Background: an optimization exercise with open tools, aiming at small area, a short achievable clock period and few clock cycles per item. Do not read the settings as production practice. Only simulation tests tie the RTL to the original design; equivalence was not proved. Power figures rest on the tool's default switching activity, not on a simulated workload.

--- flow/design.v ---
module suma_fp(input clk, input rst, input start, input [31:0] A, B, output [31:0] Y, output done);
wire        sA = A[31], sB = B[31];
wire [7:0]  eA = A[30:23], eB = B[30:23];
wire [23:0] mA = {1'b1, A[22:0]}, mB = {1'b1, B[22:0]};
wire        e_lt  = eA < eB;                  
wire [7:0]  d     = e_lt ? (eB - eA) : (eA - eB);
wire [23:0] Xm    = e_lt ? mB : mA;           
wire [23:0] Zm    = e_lt ? mA : mB;           
wire [7:0]  ex    = e_lt ? eB : eA;
wire        xs    = e_lt ? sB : sA;
wire        zs    = e_lt ? sA : sB;
wire        far   = d > 8'd23;
wire [23:0] Zs    = far ? 24'd0 : (Zm >> d[4:0]);
wire        sub   = sA ^ sB;
wire        q     = sub & zs & far;
wire [23:0] opa = Xm;
wire [23:0] opb = Zs ^ {24{sub}};
wire [23:0] g0  = opa & opb;
wire [23:0] p0  = opa ^ opb;
wire [23:0] G [0:5];
wire [23:0] P [0:5];
assign G[0] = g0;
assign P[0] = p0;
genvar l, k;
generate
  for (l = 0; l < 5; l = l + 1) begin : lv
    for (k = 0; k < 24; k = k + 1) begin : bt
      if ((k >> l) & 1) begin : cmb
        localparam integer J = ((k >> l) << l) - 1;
        assign G[l+1][k] = G[l][k] | (P[l][k] & G[l][J]);
        assign P[l+1][k] = P[l][k] & P[l][J];
      end else begin : pas
        assign G[l+1][k] = G[l][k];
        assign P[l+1][k] = P[l][k];
      end
    end
  end
endgenerate
wire        cout = G[5][23];
wire        eac  = sub & ~q & cout;
wire [23:0] cy   = {G[5][22:0] | (P[5][22:0] & {23{eac}}), eac};
wire [23:0] S    = p0 ^ cy;
wire        inv  = sub & (q | ~cout);
wire        neg  = sub ? (q | (cout ? xs : zs)) : sA;
reg [24:0] r_q;       
reg        inv_q;     
reg [7:0]  e1_q;      
reg        neg_q;
reg        done_q;
always @(posedge clk) begin
  r_q    <= {~sub & cout, S};
  inv_q  <= inv;
  e1_q   <= ex + 8'd1;
  neg_q  <= neg;
  done_q <= start & ~rst;
end
wire [24:0] rm = {r_q[24], r_q[23:0] ^ {24{inv_q}}};
reg [4:0] lz;
integer i;
always @* begin
  lz = 5'd25;
  for (i = 0; i < 25; i = i + 1)
    if (rm[i]) lz = 5'd24 - i[4:0];
end
wire [24:0] nrm  = rm << lz;
wire        zero = ~|rm;
wire [7:0]  eo   = e1_q - {3'd0, lz};
assign Y    = zero ? 32'd0 : {neg_q, eo, nrm[23:1]};
assign done = done_q;
endmodule
--- flow/flow/run.sh ---
#!/bin/bash
set -e
export BUFFER_PORTS_ARGS="-buffer_cell sky130_fd_sc_hd__buf_1"
export SETUP_SLACK_MARGIN=10
bash standard.sh > standard.log 2>&1
--- flow/standard.sh ---
#!/bin/bash
# synth_recipe.tcl (not shown) runs the flow's synth.tcl, then flattens the netlist and writes it again
# the make line also repeats each setting of config.mk as NAME=value (left out here)
make -C /OpenROAD-flow-scripts/flow DESIGN_CONFIG=/design/flow/config.mk WORK_HOME=/design/flow/orfs CLKGATE_MAP_FILE= SYNTH_SCRIPT=/design/flow/synth_recipe.tcl "${@:-finish}"
--- flow/config.mk ---
export PLATFORM = sky130hd
export DESIGN_NAME = suma_fp
export DESIGN_NICKNAME = suma_fp
export VERILOG_FILES = /design/flow/design.v
export SDC_FILE = /design/flow/constraint.sdc
export NUM_CORES = 4
export LEC_CHECK = 0
export ABC_AREA = 1
export CAP_MARGIN = 20
export CORE_MARGIN = 2
export CORE_UTILIZATION = 40
export PLACE_DENSITY = 0.6
export SLEW_MARGIN = 20
--- flow/constraint.sdc ---
create_clock -name core_clock -period 20.0 [get_ports {clk}]
set_input_delay 4.0000 -clock core_clock [delete_from_list [all_inputs] [get_ports {clk}]]
set_output_delay 4.0000 -clock core_clock [all_outputs]
set_load 0.01 [all_outputs]
==> impl_results.md, run 1 <==
* Number of flops mapped to enable cells by yosys at 0
* DIE AREA at 17,700 um^2
* IO Port Bufs at 99
* Max stage delay on crit path at 0.39 ns
* Die H at 133 um
* Period utilization at 0.484
* Layout cells sized above 1 at 0.0628
* Fmax at 0.103 GHz
* Share of the synthesized area in the top cell type at 0.180
* Rows at 47
* Mean Syn Cell Area at 5.58 um^2
* Hold Vio Cnt, Final at 0
* Max stage delay cell, worst path: fa_1
* Vias in the first global route at 6,594
* Post-route minimum period at 9.67 ns
* CTS sink count at 36
* WL met1 at 9100 um
* Pin count of the biggest net entering global routing at 60
* Max-Cap Viols at 0
* Syn. warnings at 1
* Nets@finish at 1,388
* Clock transition at path regs at 0.05 ns
* Hold path depth at 2
* TNS Setup at 0 ns
* Worst vdd ir at 78.6 uV
* Fillers at 1,791
* Routed Antenna Nets at 0
* Leak at 3.68 nW
* Ports at 100
* First-pass GRT wire length at 31,100 um
* Final worst slack at 10.33 ns
* Starting Density at 0.405
* Remaining Overflow, GRT at 0
* Detailed placement HPWL at 14,800 um
* Antenna cells at 0
* All-Layer GR Usage at 0.207
* Post-DR wirelength/cell at 13.0 um
* Worst hold start: rst
* Result of the run: finished clean
* Pwr dens at 140 nW/um^2
* Utilization after layout at 0.470
* #FFs+latches synth at 36
* Worst min path class: in -> reg
* CTS root buf: clkbuf_16
* CTS tree: yes
* DRC at 0
* Final setup fails at 0
* Synth-to-Final Area Change at 16.0%
* Drt total wl at 19,400 um
* Crit start category: input port
* Crit path DAT at 9.87 ns
* Area of the multi-input gates at 5240 um^2
* Required @ worst endpoint at 20.20 ns
* Vias per cell at 5.06
* Max-slew violations at 0
* Die width at 133 um
* Headroom to the max-slew limit at 0.380
* Slew @ Worst Pin at 0.929 ns
* CTS Buf Count at 5
* Total number of vias at 7,565
* Post-Synthesis Cells at 1,190
* Critical Path Sink Type: flip-flop
* Top area cells in the synthesized netlist: nand2_1, nand3_1, dfxtp_1
* 1st-iter DRT viols at 448
* Post-synth top area cell: nand2_1
* Post-Syn Area at 6640 um^2
* Seq. cell area at 722 um^2
* Initial antenna violation count at 0
* Crit Path Max Fanout at 30
* Worst setup path class: in -> reg
* Setup WS pre-CTS at 8.47 ns
* Clock Tree Buf Depth at 2
* Number of distinct library cells after synthesis at 46
* Routed wl met3 at 774 um
* Placer Congestion at 0.970
* RSZ-0062 raised after global routing: true
* Most frequent CP cell: inv_1
* Highest routed layer: met4
* Syn Nets at 1,304
* Post-synth ARST share at 0
* DR WL met2 at 9260 um
* Worst Hold Path EP: done_q$_DFF_P_
* H-tree levels at 2
* Core Region at 16,400 um^2
* Sequential share of the synthesized area at 0.108
* Post-synth top flop: dfxtp_1
* Length of the first detailed-routing pass in iterations at 6
==> cells in the mapped netlist, types with 3 or more instances <==
cell type and count:
nand2_1 318, inv_1 159, nand3_1 155, o21ai_0 111, nor2_1 82, xor2_1 54
a21oi_1 46, ha_1 44, clkbuf_1 41, dfxtp_1 36, xnor2_1 25, nand4_1 14
o211ai_1 14, buf_2 9, o21ai_1 9, a31oi_1 8, nor3_1 7, o221ai_1 6
buf_4 5, o21bai_1 5, o21a_1 4, fa_1 3, nor2_2 3, o22ai_1 3
==> flip-flops by register name, indices dropped and copies added (netlist names) <==
| register | count |
|---|---|
| neg_q | 1 |
| e1_q | 8 |
| done_q | 1 |
| r_q | 25 |
| inv_q | 1 |
==> through the flow <==
stage / total power [W] / hold slack (ns) / cells / cell area [um^2]
2_1_floorplan: 0.000764 / 4.07 / 1190 / 6640
6_report: 0.00108 / 3.87 / 1494 / 7700
3_3_place_gp: 0.000963 / 4.15 / 1456 / 7080
4_1_cts: 0.00105 / 3.87 / 1473 / 7400
5_1_grt: 0.00121 / 3.89 / 1494 / 7700
3_5_place_dp: 0.000965 / 4.16 / 1456 / 7080
==> where the power goes <==
part	internal [W]	total, W	switching, W
Sequential	0.000103	0.000121	0.0000172
Combinational	0.000306	0.000891	0.000585
Clock	0.0000450	0.0000708	0.0000258
==> repair_timing <==
action | in CTS | in global routing
pin swaps | 4 | 7
gates resized for setup | 19 | 33
cloned | 3 | 4
endpoints found under the hold margin | 0 | 0
hold buffers | 0 | 0
buffers inserted | 7 | 17
endpoints found under the setup margin | 27 | 27
==> logic make-up after synthesis <==
logic type | Yosys count | share of synthesized area
muxes | 1 | 0.00151
buffers and inverters | 221 | 0.130
DFF | 36 | 0.108
adders and majority gates | 47 | 0.0919
AOI/OAI and AO/OA | 214 | 0.183
xor gates and xnor gates | 80 | 0.107
and+or+nand+nor | 591 | 0.378
==> area by class of cell <==
type / instances / share of cell area
clock buffer: 5 / 0.0162
clock inverter: 2 / 0.00162
inverter: 164 / 0.0864
multi-input combinational: 936 / 0.680
sequential: 36 / 0.0937
tap: 220 / 0.0357
timing repair buffer: 128 / 0.0830
timing repair inverter: 3 / 0.00341
==> layout by cell type, fill, tap and decap left out, drive strengths merged, types with 2 or more instances in the layout <==
cell,n
nand2,320
inv,159
nand3,158
buf,127
o21ai,122
nor2,85
xor2,55
a21oi,48
ha,44
dfxtp,36
xnor2,25
o211ai,14
nand4,14
nor3,9
a31oi,8
o221ai,6
clkbuf,6
o21bai,5
clkinvlp,5
o21a,4
clkinv,4
o22ai,3
fa,3
or2,3
and2,2
a221oi,2
==> worst max path at each step <==
stage | start | to | slack (ns)
after floorplan | A[23] | r_q[16]$_DFF_P_ | 10.77
after global placement | A[23] | r_q[23]$_DFF_P_ | 8.66
after detailed placement | A[23] | r_q[23]$_DFF_P_ | 8.47
after CTS | A[23] | r_q[17]$_DFF_P_ | 10.05
after global routing | A[23] | r_q[12]$_DFF_P_ | 9.85
final | A[23] | r_q[9]$_DFF_P_ | 10.33
==> per-layer routing <==
layer / vias to the layer above / GRT usage
li1: 4032 / -
met1: 3297 / 0.282
met2: 213 / 0.361
met3: 23 / 0.00651
met4: 0 / 0.0532
met5: - / 0
==> critical path: cells and delay by family <==
kind | cells | cell delay (ns)
buffers and inverters | 12 | 1.41
AND/OR/NAND/NOR | 17 | 2.39
AO/OA/AOI/OAI | 6 | 0.69
XOR/XNOR | 3 | 0.49
adder cells (fa/ha/maj) | 3 | 0.89
Testbench counts, summed over its fixed seeds: cycles 3,200, items 3,200.
==> run 2: changes to the inputs <==
--- a/flow/design.v
+++ b/flow/design.v
@@ -2,15 +2,17 @@
 wire        sA = A[31], sB = B[31];
 wire [7:0]  eA = A[30:23], eB = B[30:23];
 wire [23:0] mA = {1'b1, A[22:0]}, mB = {1'b1, B[22:0]};
-wire        e_lt  = eA < eB;                  
-wire [7:0]  d     = e_lt ? (eB - eA) : (eA - eB);
+wire [8:0]  de    = {1'b0, eA} - {1'b0, eB};
+wire        e_lt  = de[8];                    
+wire [7:0]  d     = de[7:0] ^ {8{e_lt}};
 wire [23:0] Xm    = e_lt ? mB : mA;           
-wire [23:0] Zm    = e_lt ? mA : mB;           
+wire [23:0] Zm    = e_lt ? {1'b0, mA[23:1]} : mB;    
 wire [7:0]  ex    = e_lt ? eB : eA;
 wire        xs    = e_lt ? sB : sA;
 wire        zs    = e_lt ? sA : sB;
-wire        far   = d > 8'd23;
-wire [23:0] Zs    = far ? 24'd0 : (Zm >> d[4:0]);
+wire        big   = |d[7:5];
+wire        far   = big | (d[4] & d[3]) | (e_lt & d[4] & d[2] & d[1] & d[0]);
+wire [23:0] Zs    = big ? 24'd0 : (Zm >> d[4:0]);
 wire        sub   = sA ^ sB;
 wire        q     = sub & zs & far;
 wire [23:0] opa = Xm;
==> flow/flow/run.sh (replaced) <==
#!/bin/bash
set -e
export BUFFER_PORTS_ARGS="-buffer_cell sky130_fd_sc_hd__buf_1"
export SETUP_SLACK_MARGIN=12
bash standard.sh > standard.log 2>&1
==> run 2 against run 1 <==
  * Still clean
  * Via count grew 2.0%
  * Flip-flop and latch count is the same
  * Clock power grew 22%
  * Final area grew 12%
  * Clock-buffer cell count grew 1
  * Synthesized cell count shrank 7.3%
  * Die area shrank 4.8%
  * Non-clock buffer count grew 89
  * Critical path depth grew 2
  * Fmax grew 7.8%
  * Area after synthesis shrank 5.0%
  * First-iteration DRC count grew 2.7%
  * Critical endpoint is now r_q[15]$_DFF_P_
  * Largest power group unchanged
==> impl_results.md, run 2 <==
* Pwr dens at 156 nW/um^2 (was 140 nW/um^2)
* Remaining Overflow, GRT at 0 (unchanged)
* Antenna cells at 0 (unchanged)
* Post-DR wirelength/cell at 13.8 um (was 13.0 um)
* Slew @ Worst Pin at 0.665 ns (was 0.929 ns)
* Core Region at 15,300 um^2 (was 16,400 um^2)
* #FFs+latches synth at 36 (unchanged)
* Max-Cap Viols at 0 (unchanged)
* Met2 Usage GRT at 0.421 (was 0.361)
* Crit start category: input port (unchanged)
* Crit Path Max Fanout at 7 (was 30)
* P_int at 0.000613 W (was 0.000454 W)
* Drt total wl at 20,700 um (was 19,400 um)
* Initial antenna violation count at 0 (unchanged)
* Crit path DAT at 9.14 ns (was 9.87 ns)
* Critical Path Sink Type: flip-flop (unchanged)
* Fmax at 0.111 GHz (was 0.103 GHz)
* Synth Area in XOR/XNOR at 0.123 (was 0.107)
* Max reg flops at 25 (unchanged)
* Detailed placement HPWL at 14,100 um (was 14,800 um)
* Most frequent CP cell: buf_4 (was inv_1)
* Layout cells sized above 1 at 0.217 (was 0.0628)
* Worst hold start: rst (unchanged)
* Clock transition at path regs at 0.05 ns (about the same)
* Main combinational cell family by area after synthesis: simple AND/OR/NAND/NOR gates (unchanged)
* Number of flops mapped to enable cells by yosys at 0 (unchanged)
* Post-synth top flop: dfxtp_1 (unchanged)
* Leak at 4.05 nW (was 3.68 nW)
* Max stage delay cell, worst path: ha_4 (was fa_1)
* Post-route minimum period at 8.97 ns (was 9.67 ns)
* Vias per cell at 5.15 (was 5.06)
* Commonest cells after routing, fill and taps aside: nand2_1, nand3_1, inv_1 (was nand2_1, inv_1, nand3_1)
* Max-slew violations at 0 (unchanged)
* Final setup fails at 0 (unchanged)
* Sw Share at 0.544 (was 0.581)
* Seq pwr share at 0.090 (was 0.111)
* DIE AREA at 16,800 um^2 (was 17,700 um^2)
* All-Layer GR Usage at 0.235 (was 0.207)
* Syn. warnings at 1 (unchanged)
* Headroom to the max-slew limit at 0.556 (was 0.380)
* First-pass GRT wire length at 32,400 um (was 31,100 um)
* Rows at 45 (was 47)
* Ports at 100 (unchanged)
* Post-Syn Area at 6310 um^2 (was 6640 um^2)
* Hold Vio Cnt, Final at 0 (unchanged)
* Max stage delay on crit path at 0.43 ns (was 0.39 ns)
* Period utilization at 0.449 (was 0.484)
* Most instantiated cells after synthesis: nand2_1, nand3_1, inv_1 (was nand2_1, inv_1, nand3_1)
* Total number of vias at 7,714 (was 7,565)
* GRT Max-Usage Layer: met2 (unchanged)
* Number of distinct library cells after synthesis at 53 (was 46)
* Fillers at 1,560 (was 1,791)
* Placer Congestion at 0.938 (was 0.970)
* IO Port Bufs at 99 (unchanged)
* Syn Nets at 1,212 (was 1,304)
* Post-synthesis mux area share at 0.00159 (was 0.00151)
* RSZ-0062 raised after global routing: true (unchanged)
* Nets@finish at 1,394 (was 1,388)
* Register with the most flip-flops: r_q (unchanged)
* GR Layer Usage met1 at 0.296 (was 0.282)
* Routed Antenna Nets at 0 (unchanged)
* Worst setup path start: A[23] (unchanged)
* Cell with the most instances after synthesis: nand2_1 (unchanged)
* CTS root buf: clkbuf_16 (unchanged)
* CTS sink count at 36 (unchanged)
* Sequential share of the synthesized area at 0.114 (was 0.108)
* Post-synth ARST share at 0 (unchanged)
* Result of the run: finished clean (unchanged)
* Synth-to-Final Area Change at 36.8% (was 16.0%)
* CTS tree: yes (unchanged)
* Setup WS pre-CTS at 9.90 ns (was 8.47 ns)
* Starting Density at 0.412 (was 0.405)
* Die H at 130 um (was 133 um)
* 1st-iter DRT viols at 460 (was 448)
* H-tree levels at 2 (unchanged)
* Mean Syn Cell Area at 5.72 um^2 (was 5.58 um^2)
* Final Power at 0.00135 W (was 0.00108 W)
* Vias in the first global route at 6,984 (was 6,594)
* Die width at 130 um (was 133 um)
* Simple-Gate Fraction of Synth Area at 0.376 (was 0.378)
* DRC at 0 (unchanged)
* Required @ worst endpoint at 20.17 ns (was 20.20 ns)
* Length of the first detailed-routing pass in iterations at 5 (was 6)
* Pin count of the biggest net entering global routing at 53 (was 60)
* TNS Setup at 0 ns (unchanged)
* Post-synth top area cell: nand2_1 (unchanged)
* Most common cell after layout, fill and taps aside: nand2_1 (unchanged)
* Post-synthesis compound-gate area fraction at 0.184 (was 0.183)
* Worst setup path class: in -> reg (unchanged)
* Clk pwr share at 0.064 (was 0.065)
* Sw power at 0.000732 W (was 0.000628 W)
* Share of the synthesized area in the top cell type at 0.182 (was 0.180)
* Met3 usage at 0.0120 (was 0.00651)
* CTS Buf Count at 5 (unchanged)
* Top area cells in the synthesized netlist: nand2_1, dfxtp_1, nand3_1 (was nand2_1, nand3_1, dfxtp_1)
* Comb pwr share at 0.846 (was 0.823)
* Final worst slack at 11.03 ns (was 10.33 ns)
* Post-synthesis adder-cell area fraction at 0.0868 (was 0.0919)
* Clock Tree Buf Depth at 2 (unchanged)
* Worst min path class: in -> reg (unchanged)
* Worst vdd ir at 73.4 uV (was 78.6 uV)
* Post-Synthesis Cells at 1,103 (was 1,190)
* Regs by FF count: r_q x25, e1_q x8 (unchanged)
-- run 2: changes by cell type in the layout (fill, tap and decap cells not counted), moves of 13 or more --
cell,before,now
o21ai_2,4,18
buf_4,26,104
inv_1,155,109
a21oi_1,45,24
o21ai_0,102,81
ha_1,43,29
nand3_1,155,134
nand2_1,316,283
a21oi_2,2,15
nand2_2,3,23
-- run 2: worst paths after layout --
path | endpoint | slack [ns] | cells past startpoint
setup / recovery | r_q[15]$_DFF_P_ | 11.03 | 43
hold / removal | done_q$_DFF_P_ | 3.87 | 2
-- run 2: power groups by stage --
stage                Clock, W  Sequential, W  Combinational [W]
floorplan                   0       0.000117           0.000704
global placement            0       0.000120           0.000899
detailed placement          0       0.000121           0.000898
CTS                 0.0000864       0.000119            0.00104
global route        0.0000895       0.000124            0.00127
finish              0.0000862       0.000121            0.00114
-- run 2: worst max-delay path, delay by kind of cell --
kind	cells	cell delay (ns)
and+or+nand+nor	16	1.47
buffers and inverters	15	1.36
adders and majority gates	4	1.21
AOI/OAI and AO/OA	6	0.80
xor gates and xnor gates	2	0.30
-- run 2: metrics by stage --
| stage | cell area [um^2] | util | cells | hold slack [ns] |
|---|---|---|---|---|
| finish | 8630 | 0.564 | 1497 | 3.87 |
| global route | 8630 | 0.564 | 1497 | 3.90 |
| detailed placement | 6850 | 0.447 | 1369 | 4.16 |
| floorplan | 6450 | - | 1103 | 4.07 |
| global placement | 6850 | 0.447 | 1369 | 4.15 |
| CTS | 8050 | 0.526 | 1455 | 3.87 |
-- run 2: logic make-up (layout without fill, tap and decap cells) --
group,Yosys count,count (layout)
muxes,1,1
xor gates and xnor gates,83,84
AOI/OAI and AO/OA,204,204
and+or+nand+nor,557,561
adders and majority gates,42,42
buffers and inverters,180,358
DFF,36,36
-- run 2: area by class of cell --
type | instances | area, um^2 | area share
clock buffers | 6 | 129 | 0.0149
clock inverters | 2 | 35.0 | 0.00406
inverters | 131 | 541 | 0.0626
multi-input cells | 892 | 5510 | 0.638
flip-flops and latches | 36 | 724 | 0.0839
well taps | 211 | 264 | 0.0306
repair buffers | 217 | 1420 | 0.164
repair inverters | 2 | 18.8 | 0.00217
-- run 2: metal layers --
layer  up-vias  share of wire
li1       3962              -
met1      3465           0.43
met2       239           0.50
met3        48          0.040
met4         0          0.030
met5         -              0
-- run 2: timing repair --
action | 4_1_cts | 5_1_grt
cloned | 8 | 2
pin swaps | 55 | 57
resized for setup | 101 | 73
buffers inserted | 70 | 40
endpoints found under the setup margin | 31 | 45
hold buffers | 0 | 0
Testbench counts of run 2, summed over its fixed seeds: cycles 3,200, items 3,200.
==> run 3: changes to the inputs <==
==> flow/flow/run.sh (replaced) <==
#!/bin/bash
set -e
export BUFFER_PORTS_ARGS="-buffer_cell sky130_fd_sc_hd__buf_1"
export SETUP_SLACK_MARGIN=0
bash standard.sh > standard.log 2>&1
==> run 3 against run 2 <==
  * Still clean on timing, DRC and antenna
  * Non-clock buffer count fell by 112
  * Utilization fell by 11 points
  * Die area did not move
  * Setup slack got worse by 1.5 ns
  * Combinational power fell by 22%
  * Critical path type unchanged
  * Largest cell class unchanged
==> impl_results.md, run 3 <==
* Worst hold start: rst (unchanged)
* Hold Vio Cnt, Final at 0 (unchanged)
* Result of the run: finished clean (unchanged)
* #FFs+latches synth at 36 (unchanged)
* Sw Share at 0.577 (was 0.544)
* Seq pwr share at 0.109 (was 0.090)
* Vias per cell at 5.05 (was 5.15)
* Total setup buffers inserted after CTS at 0 (was 70)
* Routed Antenna Nets at 0 (unchanged)
* Sequential share of the synthesized area at 0.114 (unchanged)
* Regs by FF count: r_q x25, e1_q x8 (unchanged)
* Pin count of the biggest net entering global routing at 69 (was 53)
* Slew @ Worst Pin at 0.800 ns (was 0.665 ns)
* Required @ worst endpoint at 20.16 ns (was 20.17 ns)
* DIE AREA at 16,800 um^2 (unchanged)
* Worst vdd ir at 79.9 uV (was 73.4 uV)
* Remaining Overflow, GRT at 0 (unchanged)
* Worst min path class: in -> reg (unchanged)
* Post-Synthesis Cells at 1,103 (unchanged)
* Mean Syn Cell Area at 5.72 um^2 (unchanged)
* Syn. warnings at 1 (unchanged)
* Layout cells sized above 1 at 0.0428 (was 0.217)
* Crit start category: input port (unchanged)
* CTS Buf Count at 5 (unchanged)
* Post-route minimum period at 10.48 ns (was 8.97 ns)
* Clock transition at path regs at 0.05 ns (about the same)
* Headroom to the max-slew limit at 0.466 (was 0.556)
* Comb pwr share at 0.814 (was 0.846)
* H-tree levels at 2 (unchanged)
* Core Region at 15,300 um^2 (unchanged)
* Rows at 45 (unchanged)
* Most instantiated cells after synthesis: nand2_1, nand3_1, inv_1 (unchanged)
* Post-synth top area cell: nand2_1 (unchanged)
* Worst Hold Path EP: done_q$_DFF_P_ (unchanged)
* TNS Setup at 0 ns (unchanged)
* Final setup fails at 0 (unchanged)
* Max reg flops at 25 (unchanged)
* Die H at 130 um (unchanged)
* All-Layer GR Usage at 0.201 (was 0.235)
* Hold-fix buffers at CTS at 0 (unchanged)
* Syn Nets at 1,212 (unchanged)
* RSZ-0062 raised after global routing: false (was true)
* Leak at 3.32 nW (was 4.05 nW)
* Pwr dens at 158 nW/um^2 (was 156 nW/um^2)
* Sw power at 0.000633 W (was 0.000732 W)
* Max stage delay on crit path at 0.74 ns (was 0.43 ns)
* Antenna cells at 0 (unchanged)
* Number of flops mapped to enable cells by yosys at 0 (unchanged)
* Post-Syn Area at 6310 um^2 (unchanged)
* Clk pwr share at 0.078 (was 0.064)
* Setup WS pre-CTS at 9.22 ns (was 9.90 ns)
* Max stage delay cell, worst path: ha_1 (was ha_4)
* Initial antenna violation count at 0 (unchanged)
* 1st-iter DRT viols at 407 (was 460)
* # resized after CTS at 0 (was 101)
* Post-synth ARST share at 0 (unchanged)
* IO Port Bufs at 99 (unchanged)
* Ports at 100 (unchanged)
* Crit path DAT at 10.64 ns (was 9.14 ns)
* Synth-to-Final Area Change at 9.83% (was 36.8%)
* DRC at 0 (unchanged)
* CTS sink count at 36 (unchanged)
* Utilization after layout at 0.453 (was 0.564)
* Number of distinct library cells after synthesis at 53 (unchanged)
* Vias in the first global route at 6,173 (was 6,984)
* Detailed placement HPWL at 14,100 um (about the same)
* Top area cells in the synthesized netlist: nand2_1, dfxtp_1, nand3_1 (unchanged)
* CTS tree: yes (unchanged)
* Final worst slack at 9.52 ns (was 11.03 ns)
* Commonest cells after routing, fill and taps aside: nand2_1, nand3_1, inv_1 (unchanged)
* Fmax at 0.0954 GHz (was 0.111 GHz)
* Hold path depth at 2 (unchanged)
* Drt total wl at 17,000 um (was 20,700 um)
* Crit Path Max Fanout at 68 (was 7)
* Register with the most flip-flops: r_q (unchanged)
* Die width at 130 um (unchanged)
* Post-synth top flop: dfxtp_1 (unchanged)
* Most frequent CP cell: inv_1 (was buf_4)
* Total number of vias at 6,954 (was 7,714)
* Cell with the most instances after synthesis: nand2_1 (unchanged)
* Critical Path Sink Type: flip-flop (unchanged)
* Length of the first detailed-routing pass in iterations at 6 (was 5)
* Max-Cap Viols at 0 (unchanged)
* Max-slew violations at 0 (unchanged)
* Post-DR wirelength/cell at 12.3 um (was 13.8 um)
* Starting Density at 0.412 (unchanged)
* Placer Congestion at 0.929 (was 0.938)
* Worst setup path class: in -> reg (unchanged)
* Clock Tree Buf Depth at 2 (unchanged)
* Most common cell after layout, fill and taps aside: nand2_1 (unchanged)
* First-pass GRT wire length at 28,200 um (was 32,400 um)
* Nets@finish at 1,275 (was 1,394)
* CTS root buf: clkbuf_16 (unchanged)
* Period utilization at 0.524 (was 0.449)
* P_int at 0.000464 W (was 0.000613 W)
* Share of the synthesized area in the top cell type at 0.182 (unchanged)
[run 3: changes by cell type in the layout (fill, tap and decap cells not counted), moves of 14 or more]
cell     previous run  this run
inv_1             109       123
o21ai_1            23         7
o21ai_0            81       116
buf_4             104         6
o21ai_2            18         2
nand2_2            23         5
a21oi_1            24        39
nand2_1           283       306
[run 3: critical path: cells and delay by family]
| kind | cells | cell delay, ns |
|---|---|---|
| fa+ha+maj | 4 | 1.48 |
| simple gates | 10 | 1.25 |
| compound gates | 13 | 2.49 |
| xor+xnor | 2 | 0.38 |
| buf+inv | 8 | 1.00 |
[run 3: power by group through the flow]
| stage | clock [W] | combinational, W | sequential (W) |
|---|---|---|---|
| after CTS | 0.0000871 | 0.000894 | 0.000120 |
| after global placement | 0 | 0.000887 | 0.000121 |
| after floorplan | 0 | 0.000691 | 0.000117 |
| final | 0.0000850 | 0.000893 | 0.000119 |
| after detailed placement | 0 | 0.000891 | 0.000122 |
| after global routing | 0.0000895 | 0.00102 | 0.000123 |
[run 3: through the flow]
step	instances	instance area, um^2	total power (W)	hold slack (ns)
floorplan	1103	6310	0.000808	4.07
global placement	1370	6770	0.00101	4.15
detailed placement	1370	6770	0.00101	4.16
CTS	1378	6930	0.00110	3.86
global route	1378	6930	0.00123	3.89
finish	1378	6930	0.00110	3.87
[run 3: area by class of cell]
| type | instances | area (um^2) |
|---|---|---|
| clock buffers | 5 | 125 |
| clock inverters | 3 | 42.5 |
| fillers | 1757 | 8380 |
| inverters | 131 | 494 |
| multi-input cells | 887 | 4870 |
| flip-flops and latches | 36 | 721 |
| well taps | 211 | 264 |
| repair buffers | 105 | 417 |
[run 3: worst max path at each step]
stage / from / to / slack (ns) / cells past startpoint
6_report: A[23] / r_q[9]$_DFF_P_ / 9.52 / 37
5_1_grt: A[23] / r_q[9]$_DFF_P_ / 8.65 / 37
4_1_cts: A[23] / r_q[9]$_DFF_P_ / 9.50 / 37
3_5_place_dp: A[23] / r_q[9]$_DFF_P_ / 9.22 / 37
3_3_place_gp: A[23] / r_q[9]$_DFF_P_ / 9.31 / 37
2_1_floorplan: B[27] / r_q[9]$_DFF_P_ / 10.27 / 39
[run 3: kinds of logic (layout without fill, tap and decap cells)]
group,Yosys count,count (layout),share of synthesized area
AO/OA/AOI/OAI,204,204,0.184
AND/OR/NAND/NOR,557,557,0.376
flip-flops,36,36,0.114
buffers and inverters,180,244,0.114
multiplexers,1,1,0.00159
adder cells (fa/ha/maj),42,42,0.0868
XOR/XNOR,83,83,0.123
[run 3: metal layers]
layer	wire length [um]	share of wire	global-route usage
met1	8250	0.49	0.276
met2	7810	0.46	0.343
met3	605	0.036	0.00372
met4	308	0.018	0.0626
met5	0	0	0
==> run 4: changes to the inputs <==
==> flow/flow/run.sh (replaced) <==
#!/bin/bash
set -e
export BUFFER_PORTS_ARGS="-buffer_cell sky130_fd_sc_hd__buf_1"
export SETUP_SLACK_MARGIN=11
bash standard.sh > standard.log 2>&1
==> run 4 against run 3 <==
  * Via count rose by 3.5%
  * Flip-flop and latch count stayed put
  * Setup slack better by 1.6 ns
  * Worst hold slack improved by 0.0041 ns
  * Die area unchanged
  * Total power is 7.6% higher
  * Routed wire length rose by 10%
  * Final area up 12%
  * Largest cell class unchanged
  * Highest routed layer unchanged
==> impl_results.md, run 4 <==
* Regs by FF count: r_q x25, e1_q x8 (unchanged)
* Number of distinct library cells after synthesis at 53 (unchanged)
* CTS Buf Count at 5 (unchanged)
* DIE AREA at 16,800 um^2 (unchanged)
* Synth-to-Final Area Change at 22.5% (was 9.83%)
* Placer Congestion at 0.937 (was 0.929)
* Period utilization at 0.446 (was 0.524)
* Drt total wl at 18,700 um (was 17,000 um)
* Hold-fix buffers at CTS at 0 (unchanged)
* Max stage delay on crit path at 0.39 ns (was 0.74 ns)
* Post-DR wirelength/cell at 13.2 um (was 12.3 um)
* All-Layer GR Usage at 0.209 (was 0.201)
* Pin count of the biggest net entering global routing at 53 (was 69)
* Top area cells in the synthesized netlist: nand2_1, dfxtp_1, nand3_1 (unchanged)
* Vias per cell at 5.07 (was 5.05)
* Syn Nets at 1,212 (unchanged)
* Hold Vio Cnt, Final at 0 (unchanged)
* Core Region at 15,300 um^2 (unchanged)
* TNS Setup at 0 ns (unchanged)
* GR Layer Usage met1 at 0.282 (was 0.276)
* Worst setup path class: in -> reg (unchanged)
* 1st-iter DRT viols at 403 (was 407)
* Final worst slack at 11.07 ns (was 9.52 ns)
* GRT Max-Usage Layer: met2 (unchanged)
* Number of flops mapped to enable cells by yosys at 0 (unchanged)
* Commonest cells after routing, fill and taps aside: nand2_1, nand3_1, inv_1 (unchanged)
* Vias in the first global route at 6,302 (was 6,173)
* Initial antenna violation count at 0 (unchanged)
* Detailed placement HPWL at 14,100 um (about the same)
* Max stage delay cell, worst path: fa_2 (was ha_1)
* DRC at 0 (unchanged)
* Final setup fails at 0 (unchanged)
* Length of the first detailed-routing pass in iterations at 6 (unchanged)
* Die H at 130 um (unchanged)
* Ports at 100 (unchanged)
* Starting Density at 0.412 (unchanged)
* Antenna cells at 0 (unchanged)
* Leak at 3.61 nW (was 3.32 nW)
* Critical Path Sink Type: flip-flop (unchanged)
* Total number of vias at 7,195 (was 6,954)
* CTS tree: yes (unchanged)
* Cell with the most instances after synthesis: nand2_1 (unchanged)
* Remaining Overflow, GRT at 0 (unchanged)
* Most instantiated cells after synthesis: nand2_1, nand3_1, inv_1 (unchanged)
* Max-Cap Viols at 0 (unchanged)
* Post-synth top flop: dfxtp_1 (unchanged)
* Crit start category: input port (unchanged)
* Post-route design area at 7730 um^2 (was 6930 um^2)
* Nets@finish at 1,318 (was 1,275)
* Register with the most flip-flops: r_q (unchanged)
* CTS sink count at 36 (unchanged)
* Syn. warnings at 1 (unchanged)
* Crit Path Max Fanout at 6 (was 68)
* Worst vdd ir at 67.8 uV (was 79.9 uV)
* Post-synth ARST share at 0 (unchanged)
* Share of the synthesized area in the top cell type at 0.182 (unchanged)
* Post-synth top area cell: nand2_1 (unchanged)
* Clock Tree Buf Depth at 2 (unchanged)
* WHS at 3.87 ns (about the same)
* Max reg flops at 25 (unchanged)
* #FFs+latches synth at 36 (unchanged)
* Slew @ Worst Pin at 0.668 ns (was 0.800 ns)
* Die width at 130 um (unchanged)
* Most common cell after layout, fill and taps aside: nand2_1 (unchanged)
* CTS root buf: clkbuf_16 (unchanged)
* Layout cells sized above 1 at 0.126 (was 0.0428)
* Rows at 45 (unchanged)
* Post-Synthesis Cells at 1,103 (unchanged)
* First-pass GRT wire length at 29,100 um (was 28,200 um)
* Met2 Usage GRT at 0.363 (was 0.343)
* Pwr dens at 153 nW/um^2 (was 158 nW/um^2)
* Result of the run: finished clean (unchanged)
* Mean Syn Cell Area at 5.72 um^2 (unchanged)
* Headroom to the max-slew limit at 0.554 (was 0.466)
* Post-Syn Area at 6310 um^2 (unchanged)
* Sequential share of the synthesized area at 0.114 (unchanged)
* Crit path DAT at 9.09 ns (was 10.64 ns)
* Fillers at 1,646 (was 1,757)
* Fmax at 0.112 GHz (was 0.0954 GHz)
* Clock transition at path regs at 0.05 ns (about the same)
* Routed Antenna Nets at 0 (unchanged)
* Worst min path class: in -> reg (unchanged)
* Post-route minimum period at 8.93 ns (was 10.48 ns)
* Max-slew violations at 0 (unchanged)
* IO Port Bufs at 99 (unchanged)
* Setup WS pre-CTS at 9.89 ns (was 9.22 ns)
* Seq. cell area at 721 um^2 (unchanged)
* Area of the multi-input gates at 5250 um^2 (was 4870 um^2)
* Met3 usage at 0.00619 (was 0.00372)
* Required @ worst endpoint at 20.16 ns (about the same)
* Placed cell areas at 6850 um^2 (was 6770 um^2)
* RSZ-0062 raised after global routing: true (was false)
* H-tree levels at 2 (unchanged)
run 4: logic make-up (layout without fill, tap and decap cells):
group | Yosys count | after routing | share of synthesized area
flip-flops | 36 | 36 | 0.114
AO/OA/AOI/OAI | 204 | 204 | 0.184
buffers and inverters | 180 | 283 | 0.114
multiplexers | 1 | 1 | 0.00159
XOR/XNOR | 83 | 84 | 0.123
adder cells (fa/ha/maj) | 42 | 42 | 0.0868
AND/OR/NAND/NOR | 557 | 559 | 0.376
run 4: through the flow:
step / power (W) / utilization / std cells
finish: 0.00118 / 0.505 / 1420
CTS: 0.00112 / 0.470 / 1387
floorplan: 0.000821 / - / 1103
global placement: 0.00102 / 0.447 / 1369
global route: 0.00132 / 0.505 / 1420
detailed placement: 0.00102 / 0.447 / 1369
run 4: critical path: cells and delay by family:
| family | cells | cell delay [ns] |
|---|---|---|
| AOI/OAI and AO/OA | 13 | 1.87 |
| xor gates and xnor gates | 2 | 0.28 |
| adders and majority gates | 4 | 1.19 |
| buffers and inverters | 8 | 0.73 |
| and+or+nand+nor | 11 | 1.03 |
run 4: routing by layer:
metal / vias to the layer above / routed length (um) / part of all wire
met4: 0 / 518 / 0.028
met1: 3160 / 8600 / 0.46
li1: 3799 / - / -
met2: 196 / 8950 / 0.48
met3: 40 / 669 / 0.036
met5: - / 0 / 0
run 4: final timing paths:
| path | start | endpoint | slack [ns] | cells past startpoint |
|---|---|---|---|---|
| min | rst | done_q$_DFF_P_ | 3.87 | 2 |
| max | A[23] | r_q[3]$_DFF_P_ | 11.07 | 38 |
run 4: repair_timing:
item,in CTS,in global routing
endpoints found under the setup margin,27,27
buffers inserted,7,30
cloned,4,3
resized for setup,21,68
pin swaps,5,51
run 4: final cells by class:
type | instances | share of cell area
Clock inverter | 2 | 0.00162
Tap cell | 211 | 0.0341
Multi-Input combinational cell | 890 | 0.679
Sequential cell | 36 | 0.0932
Clock buffer | 5 | 0.0162
Inverter | 131 | 0.0686
Timing Repair inverter | 2 | 0.00210
Timing Repair Buffer | 143 | 0.106
run 4: where the power goes:
| part | switching (W) | internal (W) |
|---|---|---|
| logic | 0.000632 | 0.000358 |
| clock network | 0.0000263 | 0.0000450 |
| registers | 0.0000139 | 0.000105 |
| total | 0.000673 | 0.000508 |
==> run 5: changes to the inputs <==
==> flow/flow/run.sh (replaced) <==
#!/bin/bash
set -e
export BUFFER_PORTS_ARGS="-buffer_cell sky130_fd_sc_hd__buf_1"
export SETUP_SLACK_MARGIN=10
bash standard.sh > standard.log 2>&1
==> run 5 against run 4 <==
  * Still clean on timing, DRC and antenna
  * Total power decreased by 5.2%
  * First-iteration DRC count increased by 8.2%
  * Sequential share of layout area increased by 0.77 points
  * Clock power increased by 19%
  * Flip-flop and latch count unchanged
  * Routed wire length decreased by 7.0%
  * Area after synthesis unchanged
  * Clock-buffer cell count unchanged
  * Final area decreased by 7.7%
  * Global-route usage decreased by 0.68 points
  * Largest power group unchanged
==> impl_results.md, run 5 <==
* Result of the run: finished clean (unchanged)
* Detailed placement HPWL at 14,100 um (about the same)
* Syn. warnings at 1 (unchanged)
* Worst min path class: in -> reg (unchanged)
* Max stage delay on crit path at 0.40 ns (was 0.39 ns)
* Critical Path Sink Type: flip-flop (unchanged)
* Post-synth top flop: dfxtp_1 (unchanged)
* Ports at 100 (unchanged)
* Synth-to-Final Area Change at 13.1% (was 22.5%)
* Commonest cells after routing, fill and taps aside: nand2_1, nand3_1, inv_1 (unchanged)
* Period utilization at 0.471 (was 0.446)
* Hold Vio Cnt, Final at 0 (unchanged)
* Final non-filler cell total at 1,396 (was 1,420)
* Fmax at 0.106 GHz (was 0.112 GHz)
* Most common cell after layout, fill and taps aside: nand2_1 (unchanged)
* Remaining Overflow, GRT at 0 (unchanged)
* RSZ-0062 raised after global routing: false (was true)
* Pin count of the biggest net entering global routing at 69 (was 53)
* Mean Syn Cell Area at 5.72 um^2 (unchanged)
* Post-Place Cells at 1,370 (was 1,369)
* Vias in the first global route at 6,212 (was 6,302)
* Clock Tree Buf Depth at 2 (unchanged)
* Cell with the most instances after synthesis: nand2_1 (unchanged)
* Initial antenna violation count at 0 (unchanged)
* Fillers at 1,754 (was 1,646)
* Required @ worst endpoint at 20.17 ns (was 20.16 ns)
* CTS root buf: clkbuf_16 (unchanged)
* Placed cell areas at 6770 um^2 (was 6850 um^2)
* Post-synth top area cell: nand2_1 (unchanged)
* Most frequent CP cell: inv_1
* Placer Congestion at 0.929 (was 0.937)
* Layout cells sized above 1 at 0.0633 (was 0.126)
* Headroom to the max-slew limit at 0.556 (was 0.554)
* Post-route minimum period at 9.41 ns (was 8.93 ns)
* Length of the first detailed-routing pass in iterations at 6 (unchanged)
* Final setup fails at 0 (unchanged)
* Max-slew violations at 0 (unchanged)
* Antenna cells at 0 (unchanged)
* Most instantiated cells after synthesis: nand2_1, nand3_1, inv_1 (unchanged)
* Slew @ Worst Pin at 0.665 ns (was 0.668 ns)
* Hold-fix buffers at CTS at 0 (unchanged)
* Leak at 3.40 nW (was 3.61 nW)
* Crit Path Max Fanout at 34 (was 6)
* All-Layer GR Usage at 0.202 (was 0.209)
* Crit start category: input port (unchanged)
* Max reg flops at 25 (unchanged)
* Pwr dens at 157 nW/um^2 (was 153 nW/um^2)
* 1st-iter DRT viols at 436 (was 403)
* Post-Syn Area at 6310 um^2 (unchanged)
* Max stage delay cell, worst path: fa_1 (was fa_2)
* IO Port Bufs at 99 (unchanged)
* Post-DR wirelength/cell at 12.5 um (was 13.2 um)
* Number of flops mapped to enable cells by yosys at 0 (unchanged)
* Post-route design area at 7140 um^2 (was 7730 um^2)
* Total number of vias at 7,071 (was 7,195)
* Register with the most flip-flops: r_q (unchanged)
* First-pass GRT wire length at 28,400 um (was 29,100 um)
* Core Region at 15,300 um^2 (unchanged)
* Syn Nets at 1,212 (unchanged)
* Worst vdd ir at 80.0 uV (was 67.8 uV)
* TNS Setup at 0 ns (unchanged)
* Starting Density at 0.412 (unchanged)
* Rows at 45 (unchanged)
* #FFs+latches synth at 36 (unchanged)
* WHS at 3.87 ns (about the same)
* Top area cells in the synthesized netlist: nand2_1, dfxtp_1, nand3_1 (unchanged)
* Share of the synthesized area in the top cell type at 0.182 (unchanged)
* DIE AREA at 16,800 um^2 (unchanged)
* Routed Antenna Nets at 0 (unchanged)
* Vias per cell at 5.07 (about the same)
* Post-Synthesis Cells at 1,103 (unchanged)
* DRC at 0 (unchanged)
* H-tree levels at 2 (unchanged)
* Final worst slack at 10.59 ns (was 11.07 ns)
* CTS tree: yes (unchanged)
* Worst setup path class: in -> reg (unchanged)
* CTS sink count at 36 (unchanged)
* Number of distinct library cells after synthesis at 53 (unchanged)
* Post-synth ARST share at 0 (unchanged)
* Clock transition at path regs at 0.05 ns (about the same)
* CTS Buf Count at 5 (unchanged)
* Die H at 130 um (unchanged)
* Crit path DAT at 9.58 ns (was 9.09 ns)
* Regs by FF count: r_q x25, e1_q x8 (unchanged)
* Sequential share of the synthesized area at 0.114 (unchanged)
* Setup WS pre-CTS at 9.22 ns (was 9.89 ns)
* Die width at 130 um (unchanged)
* Max-Cap Viols at 0 (unchanged)
* Drt total wl at 17,400 um (was 18,700 um)
* Nets@finish at 1,293 (was 1,318)
[run 5: what timing repair did]
item,CTS,global route
cloned,1,3
buffers inserted,0,14
endpoints found under the setup margin,27,27
resized for setup,5,10
pin swaps,0,3
hold endpoints to repair,0,0
[run 5: final timing paths]
path	start	to	slack (ns)	cells after the start
setup / recovery	A[23]	r_q[23]$_DFF_P_	10.59	39
hold / removal	rst	done_q$_DFF_P_	3.87	2
[run 5: logic make-up (layout without fill, tap and decap cells)]
group                      after synthesis  count (layout)  synth area share
buffers and inverters                  180             261             0.114
DFF                                     36              36             0.114
AOI/OAI and AO/OA                      204             204             0.184
xor gates and xnor gates                83              83             0.123
adders and majority gates               42              42            0.0868
and+or+nand+nor                        557             558             0.376
muxes                                    1               1           0.00159
[run 5: power by group]
part	leakage [nW]	switching, W	internal [W]
sequential	0.303	0.0000148	0.000105
clock	0.0798	0.0000267	0.0000584
combinational	3.01	0.000600	0.000315
total	3.40	0.000641	0.000478
[run 5: worst max-delay path: cells and delay by family]
| kind | cells | cell delay (ns) |
|---|---|---|
| AOI/OAI and AO/OA | 12 | 1.77 |
| and+or+nand+nor | 12 | 1.40 |
| adders and majority gates | 4 | 1.13 |
| buffers and inverters | 10 | 1.01 |
| xor gates and xnor gates | 1 | 0.24 |
[run 5: stage by stage]
stage / power, W / util
3_3_place_gp: 0.00101 / 0.442
4_1_cts: 0.00110 / 0.455
5_1_grt: 0.00125 / 0.466
6_report: 0.00112 / 0.466
3_5_place_dp: 0.00101 / 0.442
2_1_floorplan: 0.000808 / -
[run 5: per-layer routing]
metal  track usage  vias up  routed length [um]
li1              -     3751                   -
met3       0.00413       30                 546
met2         0.345      165                8110
met4        0.0677        0                 360
met5             0        -                   0
met1         0.277     3125                8400
[run 5: layout make-up]
class	count	area, um^2	area share
multi-input combinational	888	4930	0.690
sequential	36	721	0.101
timing repair buffer	119	539	0.0755
inverter	131	504	0.0706
tap	211	264	0.0370
clock buffer	5	125	0.0175
clock inverter	3	42.5	0.00596
timing repair inverter	3	20.0	0.00280
==> run 6: changes to the inputs <==
--- a/flow/design.v
+++ b/flow/design.v
@@ -67,6 +67,6 @@
 wire [24:0] nrm  = rm << lz;
 wire        zero = ~|rm;
 wire [7:0]  eo   = e1_q - {3'd0, lz};
-assign Y    = zero ? 32'd0 : {neg_q, eo, nrm[23:1]};
+assign Y    = {neg_q & ~zero, eo & {8{~zero}}, nrm[23:1]};
 assign done = done_q;
 endmodule
==> run 6 against run 5 <==
  * Worst hold slack better by 0.018 ns
  * Sequential power hardly changed
  * Via count is 2.8% lower
  * Global-route usage hardly changed
  * Area after synthesis is 0.63% lower
  * Final cell count is 2.0% lower
  * Clock-buffer cell count is 1 higher
  * Critical path type unchanged
==> impl_results.md, run 6 <==
* Post-DR wirelength/cell at 12.8 um (was 12.5 um)
* Rows at 45 (unchanged)
* Post-synth top area cell: nand2_1 (unchanged)
* DRC at 0 (unchanged)
* Commonest cells after routing, fill and taps aside: nand2_1, nand3_1, inv_1 (unchanged)
* Sw Share at 0.578 (was 0.573)
* CTS sink count at 36 (unchanged)
* Crit start category: input port (unchanged)
* Max stage delay cell, worst path: fa_1 (unchanged)
* Post-synth top flop: dfxtp_1 (unchanged)
* CTS root buf: clkbuf_16 (unchanged)
* All-Layer GR Usage at 0.202 (about the same)
* Layout cells sized above 1 at 0.0648 (was 0.0633)
* Clock transition at path regs at 0.05 ns (about the same)
* Post-route minimum period at 9.49 ns (was 9.41 ns)
* RSZ-0062 raised after global routing: false (unchanged)
* Final worst slack at 10.51 ns (was 10.59 ns)
* Clk pwr share at 0.072 (was 0.076)
* 1st-iter DRT viols at 411 (was 436)
* Die width at 129 um (was 130 um)
* Headroom to the max-slew limit at 0.489 (was 0.556)
* Slew @ Worst Pin at 0.764 ns (was 0.665 ns)
* Sequential share of the synthesized area at 0.115 (was 0.114)
* Max-Cap Viols at 0 (unchanged)
* DIE AREA at 16,700 um^2 (was 16,800 um^2)
* Syn Nets at 1,194 (was 1,212)
* Placer Congestion at 0.961 (was 0.929)
* Worst setup path start: A[23] (unchanged)
* Crit path DAT at 9.64 ns (was 9.58 ns)
* Result of the run: finished clean (unchanged)
* Post-Synthesis Cells at 1,084 (was 1,103)
* Pin count of the biggest net entering global routing at 69 (unchanged)
* Detailed placement HPWL at 14,000 um (was 14,100 um)
* Clock Tree Buf Depth at 2 (unchanged)
* Comb pwr share at 0.815 (was 0.817)
* Area of the multi-input gates at 4890 um^2 (was 4930 um^2)
* Most instantiated cells after synthesis: nand2_1, nand3_1, inv_1 (unchanged)
* P_int at 0.000434 W (was 0.000478 W)
* Initial antenna violation count at 0 (unchanged)
* IO Port Bufs at 99 (unchanged)
* CTS tree: yes (unchanged)
* Post-synthesis adder-cell area fraction at 0.0894 (was 0.0868)
* Remaining Overflow, GRT at 0 (unchanged)
* Worst hold start: rst (unchanged)
* Crit Path Max Fanout at 18 (was 34)
* Number of flops mapped to enable cells by yosys at 0 (unchanged)
* Die H at 129 um (was 130 um)
* First-pass GRT wire length at 28,100 um (was 28,400 um)
* Seq. cell area at 721 um^2 (unchanged)
* Max-slew violations at 0 (unchanged)
* Max stage delay on crit path at 0.39 ns (was 0.40 ns)
* Worst vdd ir at 57.6 uV (was 80.0 uV)
* Regs by FF count: r_q x25, e1_q x8 (unchanged)
* Buffers and inverters on the worst path at 7 (was 10)
* Pwr dens at 147 nW/um^2 (was 157 nW/um^2)
* Critical Path Sink Type: flip-flop (unchanged)
* Fillers at 1,717 (was 1,754)
* Starting Density at 0.411 (was 0.412)
* Sw power at 0.000593 W (was 0.000641 W)
* Top area cells in the synthesized netlist: nand2_1, dfxtp_1, nand3_1 (unchanged)
* Post-Syn Area at 6270 um^2 (was 6310 um^2)
* Core Region at 15,300 um^2 (about the same)
* Share of the synthesized area in the top cell type at 0.163 (was 0.182)
* CTS Buf Count at 5 (unchanged)
* Post-synth ARST share at 0 (unchanged)
* Leak at 3.33 nW (was 3.40 nW)
* Mean Syn Cell Area at 5.79 um^2 (was 5.72 um^2)
* Simple-Gate Fraction of Synth Area at 0.359 (was 0.376)
* Most common cell after layout, fill and taps aside: nand2_1 (unchanged)
* Worst min path class: in -> reg (unchanged)
* Vias in the first global route at 6,158 (was 6,212)
* Number of distinct library cells after synthesis at 47 (was 53)
* Seq pwr share at 0.113 (was 0.107)
* Required @ worst endpoint at 20.15 ns (was 20.17 ns)
* Length of the first detailed-routing pass in iterations at 5 (was 6)
* H-tree levels at 2 (unchanged)
* Routed Antenna Nets at 0 (unchanged)
* Syn. warnings at 1 (unchanged)
* Register with the most flip-flops: r_q (unchanged)
* Post-synthesis mux area share at 0 (was 0.00159)
* Vias per cell at 5.03 (was 5.07)
* Fmax at 0.105 GHz (was 0.106 GHz)
* Utilization after layout at 0.458 (was 0.466)
* Nets@finish at 1,266 (was 1,293)
* Antenna cells at 0 (unchanged)
* Ports at 100 (unchanged)
* Hold Vio Cnt, Final at 0 (unchanged)
* Cell with the most instances after synthesis: nand2_1 (unchanged)
* Synth-to-Final Area Change at 11.5% (was 13.1%)
* Max reg flops at 25 (unchanged)
* Synth Area in XOR/XNOR at 0.125 (was 0.123)
* Post-synthesis compound-gate area fraction at 0.193 (was 0.184)
* Setup WS pre-CTS at 8.82 ns (was 9.22 ns)
* Drt total wl at 17,400 um (about the same)
* Total number of vias at 6,875 (was 7,071)
* Worst setup path class: in -> reg (unchanged)
* Final setup fails at 0 (unchanged)
* Crit-path leading delay family: compound AO/OA/AOI/OAI gates (unchanged)
* Main combinational cell family by area after synthesis: simple AND/OR/NAND/NOR gates (unchanged)
* Period utilization at 0.474 (was 0.471)
* TNS Setup at 0 ns (unchanged)
* #FFs+latches synth at 36 (unchanged)
==> run 6: cell count changes in the layout (fill, tap and decap cells not counted), sizes merged, moves of 3 or more <==
| cell | before | now |
|---|---|---|
| nand2 | 315 | 285 |
| o21ai | 127 | 145 |
| buf | 118 | 108 |
| a21oi | 41 | 32 |
| inv | 127 | 135 |
| clkinvlp | 6 | 0 |
| o21bai | 2 | 7 |
| nor2 | 77 | 81 |
| or2 | 7 | 3 |
| xor2 | 57 | 61 |
| nor3b | 0 | 3 |
==> run 6: path summary, 6_finish.rpt <==
check / end / slack (ns) / depth (start not counted)
worst max-delay path: r_q[10]$_DFF_P_ / 10.51 / 39
worst min-delay path: done_q$_DFF_P_ / 3.88 / 2
==> run 6: per-layer routing <==
metal / GRT usage / up-vias / wire (um) / part of all wire
met2: 0.343 / 184 / 8130 / 0.47
met4: 0.0748 / 0 / 408 / 0.023
met3: 0.00619 / 28 / 702 / 0.040
li1: - / 3671 / - / -
met1: 0.274 / 2992 / 8200 / 0.47
met5: 0 / - / 0 / 0
==> run 6: logic make-up after synthesis <==
logic type	count (synthesis)
xor+xnor	84
compound gates	213
flops	36
buf+inv	184
simple gates	524
fa+ha+maj	43
==> run 6: power groups by stage <==
stage / clock [W] / sequential [W] / combinational [W]
2_1_floorplan: 0 / 0.000116 / 0.000634
3_3_place_gp: 0 / 0.000118 / 0.000819
3_5_place_dp: 0 / 0.000118 / 0.000821
4_1_cts: 0.0000762 / 0.000116 / 0.000825
5_1_grt: 0.0000793 / 0.000119 / 0.000950
6_report: 0.0000740 / 0.000116 / 0.000837
==> run 6: repair_timing <==
item | 4_1_cts | 5_1_grt
cloned | 0 | 3
hold buffers | 0 | 0
setup endpoints to repair | 27 | 27
pin swaps | 0 | 3
hold endpoints to repair | 0 | 0
buffers inserted | 0 | 4
resized for setup | 5 | 10
==> run 6: final cells by class <==
class / count / share of cell area
multi-input combinational: 867 / 0.699
sequential: 36 / 0.103
inverter: 137 / 0.0753
timing repair buffer: 109 / 0.0639
tap: 211 / 0.0377
clock buffer: 6 / 0.0199
clock inverter: 2 / 0.00143
==> run 6: metrics by stage <==
step	instance area, um^2	cells	hold slack [ns]	power, W
detailed placement	6730	1353	4.18	0.000938
global route	6990	1368	3.90	0.00115
CTS	6900	1361	3.88	0.00102
floorplan	6270	1084	4.07	0.000750
finish	6990	1368	3.88	0.00103
global placement	6730	1353	4.15	0.000937
Testbench counts of run 6, summed over its fixed seeds: cycles 3,200, items 3,200.
==> run 7: changes to the inputs <==
--- a/flow/config.mk
+++ b/flow/config.mk
@@ -8,6 +8,7 @@
 export ABC_AREA = 1
 export CAP_MARGIN = 20
 export CORE_MARGIN = 2
-export CORE_UTILIZATION = 40
-export PLACE_DENSITY = 0.6
+export CORE_UTILIZATION = 65
+export CTS_BUF_LIST = sky130_fd_sc_hd__clkbuf_4
+export PLACE_DENSITY = 0.8
 export SLEW_MARGIN = 20
==> run 7 against run 6 <==
  * Clock-buffer cell count down 1
  * Still clean
  * Synthesized cell count unchanged
  * Highest routed layer unchanged
  * Clock power shrank 56%
  * Critical path depth increased by 1
  * Die area shrank 37%
  * Non-clock buffer count down 3
  * First-iteration DRC count shrank 2.7%
  * Final cell count down 6.3%
  * Largest cell class unchanged
  * Total power is 4.4% lower
  * Setup slack better by 0.037 ns
  * Sequential share of layout area is 0.35 points higher
  * Flip-flop and latch count stayed put
==> impl_results.md, run 7 <==
* Post-route minimum period at 9.45 ns (was 9.49 ns)
* Crit path DAT at 9.66 ns (was 9.64 ns)
* RSZ-0062 raised after global routing: false (unchanged)
* Worst min path class: in -> reg (unchanged)
* Main combinational cell family by area after synthesis: simple AND/OR/NAND/NOR gates (unchanged)
* Synth Area in XOR/XNOR at 0.125 (unchanged)
* Share of the synthesized area in the top cell type at 0.163 (unchanged)
* Leak at 3.26 nW (was 3.33 nW)
* Placer Congestion at 1.00 (was 0.961)
* Syn. warnings at 1 (unchanged)
* Vias per cell at 5.53 (was 5.03)
* Most frequent CP cell: inv_1
* Max stage delay cell, worst path: fa_1 (unchanged)
* Post-synth top area cell: nand2_1 (unchanged)
* First-pass GRT wire length at 26,900 um (was 28,100 um)
* Post-Synthesis Cells at 1,084 (unchanged)
* Die H at 102 um (was 129 um)
* DRC at 0 (unchanged)
* Pwr dens at 145 nW/um^2 (was 147 nW/um^2)
* Max-Cap Viols at 0 (unchanged)
* CTS tree: yes (unchanged)
* Total number of vias at 7,091 (was 6,875)
* Mean Syn Cell Area at 5.79 um^2 (unchanged)
* All-Layer GR Usage at 0.313 (was 0.202)
* Required @ worst endpoint at 20.21 ns (was 20.15 ns)
* Regs by FF count: r_q x25, e1_q x8 (unchanged)
* Post-synth top flop: dfxtp_1 (unchanged)
* IO Port Bufs at 99 (unchanged)
* Length of the first detailed-routing pass in iterations at 5 (unchanged)
* Syn Nets at 1,194 (unchanged)
* Result of the run: finished clean (unchanged)
* Die width at 102 um (was 129 um)
* Ports at 100 (unchanged)
* Crit start category: input port (unchanged)
* Layout cells sized above 1 at 0.0598 (was 0.0648)
* Clock Tree Buf Depth at 2 (unchanged)
* Final non-filler cell total at 1,282 (was 1,368)
* #FFs+latches synth at 36 (unchanged)
* Number of distinct library cells after synthesis at 47 (unchanged)
* Critical Path Sink Type: flip-flop (unchanged)
* Sequential share of the synthesized area at 0.115 (unchanged)
* Post-Syn Area at 6270 um^2 (unchanged)
* Nets@finish at 1,263 (was 1,266)
* Rows at 35 (was 45)
* Headroom to the max-slew limit at 0.500 (was 0.489)
* Starting Density at 0.676 (was 0.411)
* Final worst slack at 10.55 ns (was 10.51 ns)
* Clock transition at path regs at 0.10 ns (was 0.05 ns)
* Detailed placement HPWL at 13,500 um (was 14,000 um)
* Most common cell after layout, fill and taps aside: nand2_1 (unchanged)
* Slew @ Worst Pin at 0.749 ns (was 0.764 ns)
* Post-synth ARST share at 0 (unchanged)
* Post-synthesis adder-cell area fraction at 0.0894 (unchanged)
* Cell with the most instances after synthesis: nand2_1 (unchanged)
* Hold-fix buffers at CTS at 0 (unchanged)
* Worst vdd ir at 97.2 uV (was 57.6 uV)
* Max-slew violations at 0 (unchanged)
* Remaining Overflow, GRT at 0 (unchanged)
* Most instantiated cells after synthesis: nand2_1, nand3_1, inv_1 (unchanged)
* Top area cells in the synthesized netlist: nand2_1, dfxtp_1, nand3_1 (unchanged)
* DIE AREA at 10,500 um^2 (was 16,700 um^2)
* Number of flops mapped to enable cells by yosys at 0 (unchanged)
* CTS root buf: clkbuf_4 (was clkbuf_16)
* Post-DR wirelength/cell at 13.1 um (was 12.8 um)
* Routed Antenna Nets at 0 (unchanged)
* Period utilization at 0.472 (was 0.474)
* Post-synthesis mux area share at 0 (unchanged)
* TNS Setup at 0 ns (unchanged)
* Fmax at 0.106 GHz (was 0.105 GHz)
* Final setup fails at 0 (unchanged)
* Max stage delay on crit path at 0.40 ns (was 0.39 ns)
* Post-Place Cells at 1,271 (was 1,353)
* Final Power at 0.000981 W (was 0.00103 W)
* Crit Path Max Fanout at 18 (unchanged)
* 1st-iter DRT viols at 400 (was 411)
* Utilization after layout at 0.728 (was 0.458)
* Pin count of the biggest net entering global routing at 69 (unchanged)
* Simple-Gate Fraction of Synth Area at 0.359 (unchanged)
* Crit-path leading delay family: compound AO/OA/AOI/OAI gates (unchanged)
* Synth-to-Final Area Change at 7.82% (was 11.5%)
* Worst setup path class: in -> reg (unchanged)
* Register with the most flip-flops: r_q (unchanged)
* Post-synthesis compound-gate area fraction at 0.193 (unchanged)
* Antenna cells at 0 (unchanged)
* H-tree levels at 2 (unchanged)
* CTS Buf Count at 5 (unchanged)
* Commonest cells after routing, fill and taps aside: nand2_1, nand3_1, inv_1 (unchanged)
* Max reg flops at 25 (unchanged)
* CTS sink count at 36 (unchanged)
* Initial antenna violation count at 0 (unchanged)
* Setup WS pre-CTS at 8.96 ns (was 8.82 ns)
* Drt total wl at 16,800 um (was 17,400 um)
* Vias in the first global route at 6,058 (was 6,158)
* Hold Vio Cnt, Final at 0 (unchanged)
* Core Region at 9280 um^2 (was 15,300 um^2)
* Buffers and inverters on the worst path at 10 (was 7)
==> run 7: cell type report <==
type / instances / area [um^2]
multi-input cells: 867 / 4890
repair buffers: 106 / 424
inverters: 137 / 524
clock buffers: 5 / 37.5
clock inverters: 2 / 7.51
flip-flops and latches: 36 / 721
well taps: 129 / 161
fillers: 890 / 2520
==> run 7: through the flow <==
step	hold slack (ns)	cell area, um^2
CTS	3.81	6690
global placement	4.15	6630
floorplan	4.07	6270
global route	3.84	6760
detailed placement	4.17	6630
finish	3.81	6760
==> run 7: power by group <==
| part | total (W) | switching, W | internal, W |
|---|---|---|---|
| registers | 0.000117 | 0.0000142 | 0.000103 |
| clock network | 0.0000328 | 0.0000206 | 0.0000123 |
| logic | 0.000832 | 0.000552 | 0.000280 |
| total | 0.000981 | 0.000587 | 0.000395 |
==> run 7: repair_timing <==
item | CTS | global route
buffers inserted | 0 | 1
pin swaps | 0 | 3
setup endpoints to repair | 27 | 27
cloned | 0 | 3
gates resized for setup | 4 | 9
hold endpoints to repair | 0 | 0
==> run 7: routing by layer <==
layer,routed length (um),GRT usage
met1,7250,0.401
met2,7990,0.538
met3,926,0.0246
met4,610,0.141
met5,0,0
==> run 7: worst paths after layout <==
path / cells after the start / end / from / slack (ns)
hold / removal: 2 / done_q$_DFF_P_ / rst / 3.81
setup / recovery: 40 / r_q[10]$_DFF_P_ / A[23] / 10.55
==> run 7: cells by family (layout without fill, tap and decap cells) <==
logic type,after synthesis,count (layout)
adder cells (fa/ha/maj),43,43
AO/OA/AOI/OAI,213,213
AND/OR/NAND/NOR,524,526
buffers and inverters,184,250
XOR/XNOR,84,85
flip-flops,36,36
==> run 8: changes to the inputs <==
--- a/flow/config.mk
+++ b/flow/config.mk
@@ -5,7 +5,7 @@
 export SDC_FILE = /design/flow/constraint.sdc
 export NUM_CORES = 4
 export LEC_CHECK = 0
-export ABC_AREA = 1
+export ABC_AREA = 0
 export CAP_MARGIN = 20
 export CORE_MARGIN = 2
 export CORE_UTILIZATION = 65
==> run 8 against run 7 <==
  * Still clean on timing, DRC and antenna
  * Die area increased by 8.7%
  * Sequential share of layout area is 1.4 points lower
  * Flip-flop and latch count unchanged
  * Global-route usage rose by 1.9 points
  * Setup slack worse by 0.35 ns
  * Critical path type unchanged
  * Largest cell class unchanged
==> impl_results.md, run 8 <==
* Result of the run: finished clean (unchanged)
* Post-synth top flop: dfxtp_1 (unchanged)
* Fmax at 0.102 GHz (was 0.106 GHz)
* IO Port Bufs at 99 (unchanged)
* CTS sink count at 36 (unchanged)
* Detailed placement HPWL at 15,300 um (was 13,500 um)
* Worst setup path class: in -> reg (unchanged)
* Syn Nets at 1,063 (was 1,194)
* Mean Syn Cell Area at 7.18 um^2 (was 5.79 um^2)
* First-pass GRT wire length at 31,300 um (was 26,900 um)
* Critical Path Sink Type: flip-flop (unchanged)
* H-tree levels at 2 (unchanged)
* CTS tree: yes (unchanged)
* Die H at 107 um (was 102 um)
* Fillers at 850 (was 890)
* RSZ-0062 raised after global routing: false (unchanged)
* Worst min path class: in -> reg (unchanged)
* CTS Buf Count at 5 (unchanged)
* DIE AREA at 11,400 um^2 (was 10,500 um^2)
* Antenna cells at 0 (unchanged)
* Total number of vias at 7,452 (was 7,091)
* Worst vdd ir at 101 uV (was 97.2 uV)
* Placed cell areas at 7330 um^2 (was 6630 um^2)
* Post-synthesis compound-gate area fraction at 0.241 (was 0.193)
* Routed Antenna Nets at 0 (unchanged)
* Crit path DAT at 10.04 ns (was 9.66 ns)
* Drt total wl at 19,800 um (was 16,800 um)
* Synth-to-Final Area Change at 13.4% (was 7.82%)
* Rows at 37 (was 35)
* Pin count of the biggest net entering global routing at 64 (was 69)
* Most common cell after layout, fill and taps aside: nand2_1 (unchanged)
* Final worst slack at 10.20 ns (was 10.55 ns)
* Post-synthesis mux area share at 0.169 (was 0)
* Starting Density at 0.665 (was 0.676)
* Commonest cells after routing, fill and taps aside: nand2_1, buf_1, nor2_1, mux2i_1, xnor2_1 (was nand2_1, nand3_1, inv_1)
* #FFs+latches synth at 36 (unchanged)
* Leak at 3.14 nW (was 3.26 nW)
* Initial antenna violation count at 0 (unchanged)
* Hold Vio Cnt, Final at 0 (unchanged)
* Simple-Gate Fraction of Synth Area at 0.235 (was 0.359)
* Post-Synthesis Cells at 953 (was 1,084)
* Required @ worst endpoint at 20.23 ns (was 20.21 ns)
* Regs by FF count: r_q x25, e1_q x8 (unchanged)
* Vias in the first global route at 6,544 (was 6,058)
* Main combinational cell family by area after synthesis: compound AO/OA/AOI/OAI gates (was simple AND/OR/NAND/NOR gates)
* DRC at 0 (unchanged)
* Final setup fails at 0 (unchanged)
* 1st-iter DRT viols at 690 (was 400)
* CTS root buf: clkbuf_4 (unchanged)
run 8: cell count changes in the layout (fill, tap and decap cells not counted), sizes merged, moves of 20 or more:
cell | previous run | this run
inv | 136 | 36
o21ai | 145 | 49
nand2 | 285 | 133
a21oi | 32 | 68
nor3 | 9 | 31
buf | 105 | 125
mux2i | 0 | 85
xnor2 | 24 | 74
xor2 | 61 | 14
nand3 | 138 | 28
run 8: routing by layer:
layer  wire, um  vias up  GRT usage
li1           -     3626          -
met1       8460     3399      0.449
met2       9500      386      0.556
met3       1380       41     0.0359
met4        482        0      0.108
met5          0        -          0
run 8: final timing paths:
| path | startpoint | endpoint | slack [ns] | depth (start not counted) |
|---|---|---|---|---|
| worst max-delay path | A[23] | r_q[22]$_DFF_P_ | 10.20 | 27 |
| worst min-delay path | rst | done_q$_DFF_P_ | 3.79 | 2 |
run 8: logic make-up (layout without fill, tap and decap cells):
| group | Yosys count | after routing |
|---|---|---|
| compound gates | 240 | 240 |
| xor+xnor | 88 | 88 |
| fa+ha+maj | 43 | 43 |
| buf+inv | 93 | 172 |
| flops | 36 | 36 |
| mux | 102 | 102 |
| simple gates | 351 | 351 |
run 8: layout make-up:
| class | count | area (um^2) | area share |
|---|---|---|---|
| inverter | 37 | 151 | 0.0195 |
| timing repair buffer | 127 | 661 | 0.0852 |
| multi-input combinational | 824 | 5970 | 0.770 |
| tap | 136 | 170 | 0.0219 |
| clock buffer | 5 | 37.5 | 0.00484 |
| clock inverter | 3 | 42.5 | 0.00549 |
| sequential | 36 | 721 | 0.0929 |
run 8: metrics by stage:
| step | utilization | hold WS (ns) |
|---|---|---|
| final | 0.754 | 3.79 |
| after CTS | 0.726 | 3.79 |
| after detailed placement | 0.713 | 4.17 |
| after global routing | 0.754 | 3.79 |
| after global placement | 0.713 | 4.15 |
| after floorplan | - | 4.07 |
run 8: critical path: stages:
cell	delay [ns]
buf_1	0.17
inv_12	0.08
ha_4	0.12
inv_2	0.04
fa_2	0.42
a211oi_4	0.24
o211ai_1	0.15
and2_4	0.23
buf_16	0.19
ha_4	0.32
buf_12	0.12
mux4_2	0.31
mux2i_1	0.29
mux2i_1	0.22
a221o_1	0.41
xnor2_1	0.13
ha_1	0.35
nand2_1	0.12
o21ai_2	0.11
a221oi_4	0.34
o221ai_2	0.17
a221o_1	0.33
or3_4	0.41
a41oi_4	0.31
nor2_1	0.10
a41o_1	0.19
xor2_1	0.14
run 8: what timing repair did:
| action | 4_1_cts | 5_1_grt |
|---|---|---|
| setup buffers | 2 | 16 |
| hold buffers | 0 | 0 |
| gates resized for setup | 5 | 25 |
| pin swaps | 1 | 8 |
| setup endpoints to repair | 24 | 25 |
| gates cloned | 0 | 1 |
run 8: report_power, final:
| part | leakage [nW] | internal (W) | total (W) | switching [W] |
|---|---|---|---|---|
| sequential | 0.303 | 0.000103 | 0.000159 | 0.0000560 |
| clock | 0.0412 | 0.0000260 | 0.0000503 | 0.0000243 |
| combinational | 2.80 | 0.000379 | 0.000905 | 0.000526 |

Setup slack of run 8, layout unchanged: 10.200 ns with ideal ports, 10.209 ns with driving cells assumed (clock clkbuf_16, inputs buf_2), 9.840 ns with port delays also shifted by the 0.369 ns mid clock arrival.
